Source: an optimization exercise on an open RTL-to-GDS flow (aim: small area). Production flows keep margins and buffers that such runs may drop.
Only simulation tests tie the RTL to the original design; equivalence was not proved.
Power is estimated from default activity; no workload was simulated.

==> inputs of run a <==
## PongGame
module PongGame
(
	input CLOCK_50,
	input [3:0] KEY,
	input [9:0] SW,
	output logic VGA_BLANK_N,
	output logic VGA_SYNC_N,
	output logic VGA_HS,
	output logic VGA_VS,
	output logic [7:0] VGA_R,
	output logic [7:0] VGA_G,
	output logic [7:0] VGA_B
);
export LEC_CHECK = 0
export CAP_MARGIN = 20
export CORE_MARGIN = 2
export CORE_UTILIZATION = 60
export CTS_BUF_LIST = sky130_fd_sc_hd__clkbuf_8
export SLEW_MARGIN = 20
create_clock -name core_clock -period 20.0 [get_ports {CLOCK_50}]
standard.sh (not shown) runs the stock make flow with config.mk's settings and CLKGATE_MAP_FILE= SYNTH_SCRIPT=/design/flow/synth_recipe.tcl, a recipe that flattens the netlist after the stock synthesis.
==> flow/flow/run.sh <==
#!/bin/bash
# The standard layout (standard.sh) with these area changes:
#  * after the standard synthesis, its combinational logic is mapped again
#    with area-oriented ABC scripts (flip-flops and full adders kept as they
#    are, with their names); the smallest result that is proven equivalent
#    to the standard netlist is used (the standard netlist if none is),
#  * port buffers made from the smallest buffer cell,
#  * after the floorplan, every logic cell left upsized is put back to its
#    smallest drive strength (repair_design fixes any slew or capacitance
#    violation this causes later on),
#  * no dummy loads in the clock tree, built from clkbuf_8.
set -e
FLOWDIR=$(cd "$(dirname "$0")" && pwd)
YOSYS=yosys
[ -x "$FLOW_HOME/../tools/install/yosys/bin/yosys" ] && YOSYS="$FLOW_HOME/../tools/install/yosys/bin/yosys"
LIB="$FLOW_HOME/platforms/sky130hd/lib/sky130_fd_sc_hd__tt_025C_1v80.lib"
export BUFFER_PORTS_ARGS="-buffer_cell sky130_fd_sc_hd__buf_1"
export POST_FLOORPLAN_TCL="$FLOWDIR/downsize.tcl"
export CTS_ARGS="-sink_clustering_enable -repair_clock_nets -buf_list sky130_fd_sc_hd__clkbuf_8 -dont_use_dummy_load"

bash standard.sh synth > synth.log 2>&1

R=orfs/results/sky130hd/PongGame/base
cp $R/1_2_yosys.v $R/1_2_yosys_standard.v

M='&get,-n;&dch,-f;&nf,-a,-R,1000;&put'
SCRIPTS=(
  "strash;ifraig;dc2;dc2;$M;strash;dc2;$M;dnsize"
  "strash;&get,-n;&deepsyn,-T,90;&put;$M;strash;dc2;$M;dnsize"
)
best=""
best_area=""
for i in "${!SCRIPTS[@]}"; do
  out=$R/1_2_yosys_remap$i.v
  sed "s#LIBFILE#$LIB#g; s#NETIN#$R/1_2_yosys_standard.v#; s#NETOUT#$out#; s#ABCSCRIPT#${SCRIPTS[$i]//&/\\&}#" "$FLOWDIR/remap.ys" > remap_run$i.ys
  sed "s#LIBFILE#$LIB#g; s#NETSTD#$R/1_2_yosys_standard.v#; s#NETNEW#$out#" "$FLOWDIR/equiv.ys" > equiv_run$i.ys
  if "$YOSYS" -s remap_run$i.ys > remap$i.log 2>&1 && "$YOSYS" -s equiv_run$i.ys > equiv$i.log 2>&1; then
    area=$(grep "Chip area for top module" remap$i.log | tail -1 | awk '{print $NF}')
    echo "script $i: area $area, proven equivalent" >> remap_status.txt
    if [ -z "$best" ] || awk "BEGIN{exit !($area < $best_area)}"; then best=$out; best_area=$area; fi
  else
    echo "script $i: failed or not proven" >> remap_status.txt
  fi
done
if [ -n "$best" ]; then
  echo "using $best" >> remap_status.txt
  cp $best $R/1_2_yosys.v
  rm -f $R/1_synth.odb $R/1_synth.sdc
else
  echo "using the standard netlist" >> remap_status.txt
fi

bash standard.sh > standard.log 2>&1
==> flow/flow/equiv.ys <==
# Check that the re-mapped netlist does what the standard synthesis does.
read_liberty -ignore_miss_func LIBFILE
read_verilog NETSTD
rename PongGame gold
read_verilog NETNEW
rename PongGame gate
hierarchy -check
flatten
opt_clean
equiv_make gold gate equiv
hierarchy -top equiv
equiv_simple -seq 1
equiv_induct
equiv_status -assert
==> flow/flow/remap.ys <==
# Re-map the combinational logic of the standard synthesis for area.
# The flip-flops (and full adders) are kept as they are, with their names.
read_liberty -ignore_miss_func LIBFILE
read_verilog NETIN
hierarchy -top PongGame
setattr -mod -set keep_hierarchy 1 sky130_fd_sc_hd__dfxtp_1 sky130_fd_sc_hd__fa_1 sky130_fd_sc_hd__conb_1
flatten
opt_clean
abc -liberty LIBFILE -dont_use sky130_fd_sc_hd__lpflow_* -dont_use sky130_fd_sc_hd__probe* -script +ABCSCRIPT
opt_clean
setundef -zero
splitnets
opt_clean -purge
hilomap -singleton -hicell sky130_fd_sc_hd__conb_1 HI -locell sky130_fd_sc_hd__conb_1 LO
insbuf -buf sky130_fd_sc_hd__buf_1 A X
opt_clean -purge
stat -liberty LIBFILE
select -module PongGame
write_verilog -noattr -nohex -nodec -selected NETOUT
Other scripts of this flow, unchanged in this note and not shown: flow/flow/downsize.tcl
==> run b: changes against run a <==
--- a/flow/design.v
+++ b/flow/design.v
@@ -15,22 +15,14 @@
 		logic c;
 		c = ci;
 		for (int i = 0; i < 17; i++) begin
 			add[i] = a[i] ^ b[i] ^ c;
 			c = (a[i] & b[i]) | (c & (a[i] ^ b[i]));
 		end
 	endfunction
-	function automatic [16:0] dec(input [16:0] a, input bi);
-		logic b;
-		b = bi;
-		for (int i = 0; i < 17; i++) begin
-			dec[i] = a[i] ^ b;
-			b = b & ~a[i];
-		end
-	endfunction
 	function automatic lt(input [16:0] a, input [16:0] b);
 		logic c;
 		c = 1'b0;
 		for (int i = 0; i < 17; i++)
 			c = (~a[i] & b[i]) | (~(a[i] ^ b[i]) & c);
 		lt = c;
 	endfunction
@@ -47,23 +39,21 @@
 		scoreToggles[2] = inc & o[0] & o[1];
 		scoreToggles[3] = inc & o[0] & (o[3] | (o[1] & o[2] & ~(t[3] & t[2])));
 		scoreToggles[4] = inc & nine;
 		scoreToggles[5] = inc & nine & t[0];
 		scoreToggles[6] = inc & ((nine & t[0] & t[1]) | wrap);
 		scoreToggles[7] = inc & ((nine & t[0] & t[1] & t[2]) | wrap);
 	endfunction
-	logic [10:0] hn;
-	logic [9:0]  vn;
-	wire [10:0] h = ~hn;
-	wire [9:0]  v = ~vn;
+	logic [10:0] h;
+	logic [9:0]  v;
 	wire hEnd = h[10] & h[4];                        
 	wire vEnd = v[9] & v[7] & v[4] & v[3] & v[1];    
 	always_ff @(posedge CLOCK_50) begin
-		hn <= (rst | hEnd) ? 11'h7FF : 11'(dec(17'(hn), 1'b1));
-		vn <= (rst | vEnd) ? 10'h3FF : 10'(dec(17'(vn), hEnd));
+		h <= (rst | hEnd) ? 11'd0 : 11'(add(17'(h), 17'd0, 1'b1));
+		v <= (rst | vEnd) ? 10'd0 : 10'(add(17'(v), 17'd0, hEnd));
 	end
 	wire visible = lt(17'(h), 17'd800) & lt(17'(v), 17'd600);
 	assign VGA_BLANK_N = visible;
 	assign VGA_HS = ~inr(17'(h), 17'd856, 17'd975);
 	assign VGA_VS = ~inr(17'(v), 17'd637, 17'd642);
 	assign VGA_SYNC_N = VGA_HS | VGA_VS;
 	logic [5:0] cnt;
@@ -179,21 +169,21 @@
 		if (rst) begin
 			lt_ <= 4'd0; lo_ <= 4'd0; rt_ <= 4'd0; ro_ <= 4'd0;
 		end else begin
 			{lt_, lo_} <= {lt_, lo_} ^ scoreToggles(lt_, lo_, scoreL);
 			{rt_, ro_} <= {rt_, ro_} ^ scoreToggles(rt_, ro_, scoreR);
 		end
 	end
-	wire [9:0]  dxb = 10'(add(17'(hn[9:0]), 17'(left), 1'b0));      
-	wire [9:0]  dyb = 10'(add(17'(T[9:0]), 17'(vn), 1'b0));         
-	wire drawBallV = ~lt(17'(dxb), 17'd1014) & inr(17'(dyb), 17'd2, 17'd11) & ~T[10] & ~lt(17'(T), 17'd12);
+	wire [9:0]  dxb = 10'(add(17'(h[9:0]), 17'(~left), 1'b1));       
+	wire [9:0]  dyb = 10'(add(17'(T[9:0]), 17'(~v), 1'b1));         
+	wire drawBallV = lt(17'(dxb), 17'd10) & inr(17'(dyb), 17'd3, 17'd12) & ~T[10] & ~lt(17'(T), 17'd12);
 	wire ballOrigin = ~|left & (T == 11'd12);
 	wire [9:0] bd  = h[9] ? ry : ly;
-	wire [9:0] dyp = 10'(add(17'(vn), 17'(bd), 1'b0));             
-	wire barRow = ~lt(17'(dyp), 17'd954);
+	wire [9:0] dyp = 10'(add(17'(v), 17'(~bd), 1'b1));             
+	wire barRow = lt(17'(dyp), 17'd70);
 	wire drawLBar = inr(17'(h), 17'd30, 17'd39) & barRow;
 	wire drawRBar = inr(17'(h), 17'd760, 17'd769) & barRow;
 	wire drawLine = inr(17'(h), 17'd397, 17'd400) & ~v[4];
 	logic [3:0] dig;
 	logic inDig;
 	always_comb begin
 		dig = 4'd15; inDig = 1'b0;
==> flow/flow/run.sh (replaced) <==
#!/bin/bash
# The standard layout (standard.sh) with three area changes:
#  * port buffers made from the smallest buffer cell,
#  * after the floorplan, every logic cell that synthesis upsized is put
#    back to its smallest drive strength (repair_design fixes any slew or
#    capacitance violation this causes later on),
#  * no dummy loads in the clock tree.
set -e
FLOWDIR=$(cd "$(dirname "$0")" && pwd)
export BUFFER_PORTS_ARGS="-buffer_cell sky130_fd_sc_hd__buf_1"
export POST_FLOORPLAN_TCL="$FLOWDIR/downsize.tcl"
export CTS_ARGS="-sink_clustering_enable -repair_clock_nets -buf_list sky130_fd_sc_hd__clkbuf_8 -dont_use_dummy_load"
bash standard.sh > standard.log 2>&1
removed: flow/flow/equiv.ys
removed: flow/flow/remap.ys
==> notes <==
Between run b and run a, the lower synthesized cell count is in run a (gap about 16%, measured against run a).
Against run a, the wire length of run b is larger by about 18%.
Run b passed the timing, design-rule and antenna checks. Run a passed the timing, design-rule and antenna checks.
Of run b and run a, run b has the higher synthesized area (gap 21%, measured against run a).
Of run b and run a, run b has the higher total power (gap 2.5%, measured against run a).
In sequential power, run b and run a hardly differ.
Against run a, the final area of run b is larger by about 17%.
In clock power, run a and run b hardly differ.
Flip-flop and latch count is the same in run a and run b.
In run b the core utilization is lower than in run a, by 2.6 points.
Against run a, the sequential share of layout area of run b is lower by 4.2 points.
==> figures <==
                                                                    run b        run a
Outcome                                  no timing/DRC/antenna violations  no timing/DRC/antenna violations
Min-Delay Startpoint                                                 h[0]        hn[0]
Met1 wire length                                                  8330 um      7230 um
Placeable Area                                                 0.0132 mm2   0.0108 mm2
Non-filler instance count after layout                              1,091          959
Total net switching power                                          110 uW       104 uW
Signal buffers share of area                                        2.31%        2.18%
Power dissipated in combinational cells                           55.7 uW      49.4 uW
Multi-input combinational cell area                           0.00550 mm2  0.00436 mm2
Synthesized area per cell                                        8.83 um2     8.47 um2
End of the worst hold path                                           h[0]        hn[0]
Worst hold slack after final layout                                477 ps       451 ps
Maximum clock skew at final layout                                19.7 ps      25.4 ps
Initial core utilization                                            61.2%        61.6%
Maximum number of pins on one net before global-route repair           34           28
Crit-path max cell delay                                           770 ps       880 ps
Fraction of met2 tracks used by global routing                      46.5%        50.0%
Filler cell count in the final layout                               1,213          951
Clk pwr                                                            106 uW       105 uW
Share of power burned in combinational logic                        14.7%        13.3%
Share of the final layout cell area in sequential cells             24.4%        28.6%
CP arrival                                                      12,720 ps    12,260 ps

-- re-timing with driven ports --
Ports are ideal in the flow. The routed layouts listed here were re-timed in OpenROAD.
Step 1 assumes that a clkbuf_16 drives the clock port and a buf_2 every other input.
Step 2 moves the port delays by t, midway between the first and last clock arrival at a register: inputs arrive t later, outputs are due t later. That takes back most of the time a late clock gives input paths.
a / b / c = no drivers / after step 1 / after step 2; a / b = the first two.
| run | shift t [ns] | setup slack, ns | worst hold slack (ns) | worst setup path at the end | clock arrival spread, ns |
|---|---|---|---|---|---|
| run a | 0.417 | 7.998 / 7.998 / 7.998 | 0.451 / 0.451 / 0.451 | register to register | 0.027 / 0.027 |
| run b | 0.412 | 7.526 / 7.526 / 7.526 | 0.477 / 0.477 / 0.477 | register to register | 0.023 / 0.023 |
After both steps every run listed still meets setup and hold.
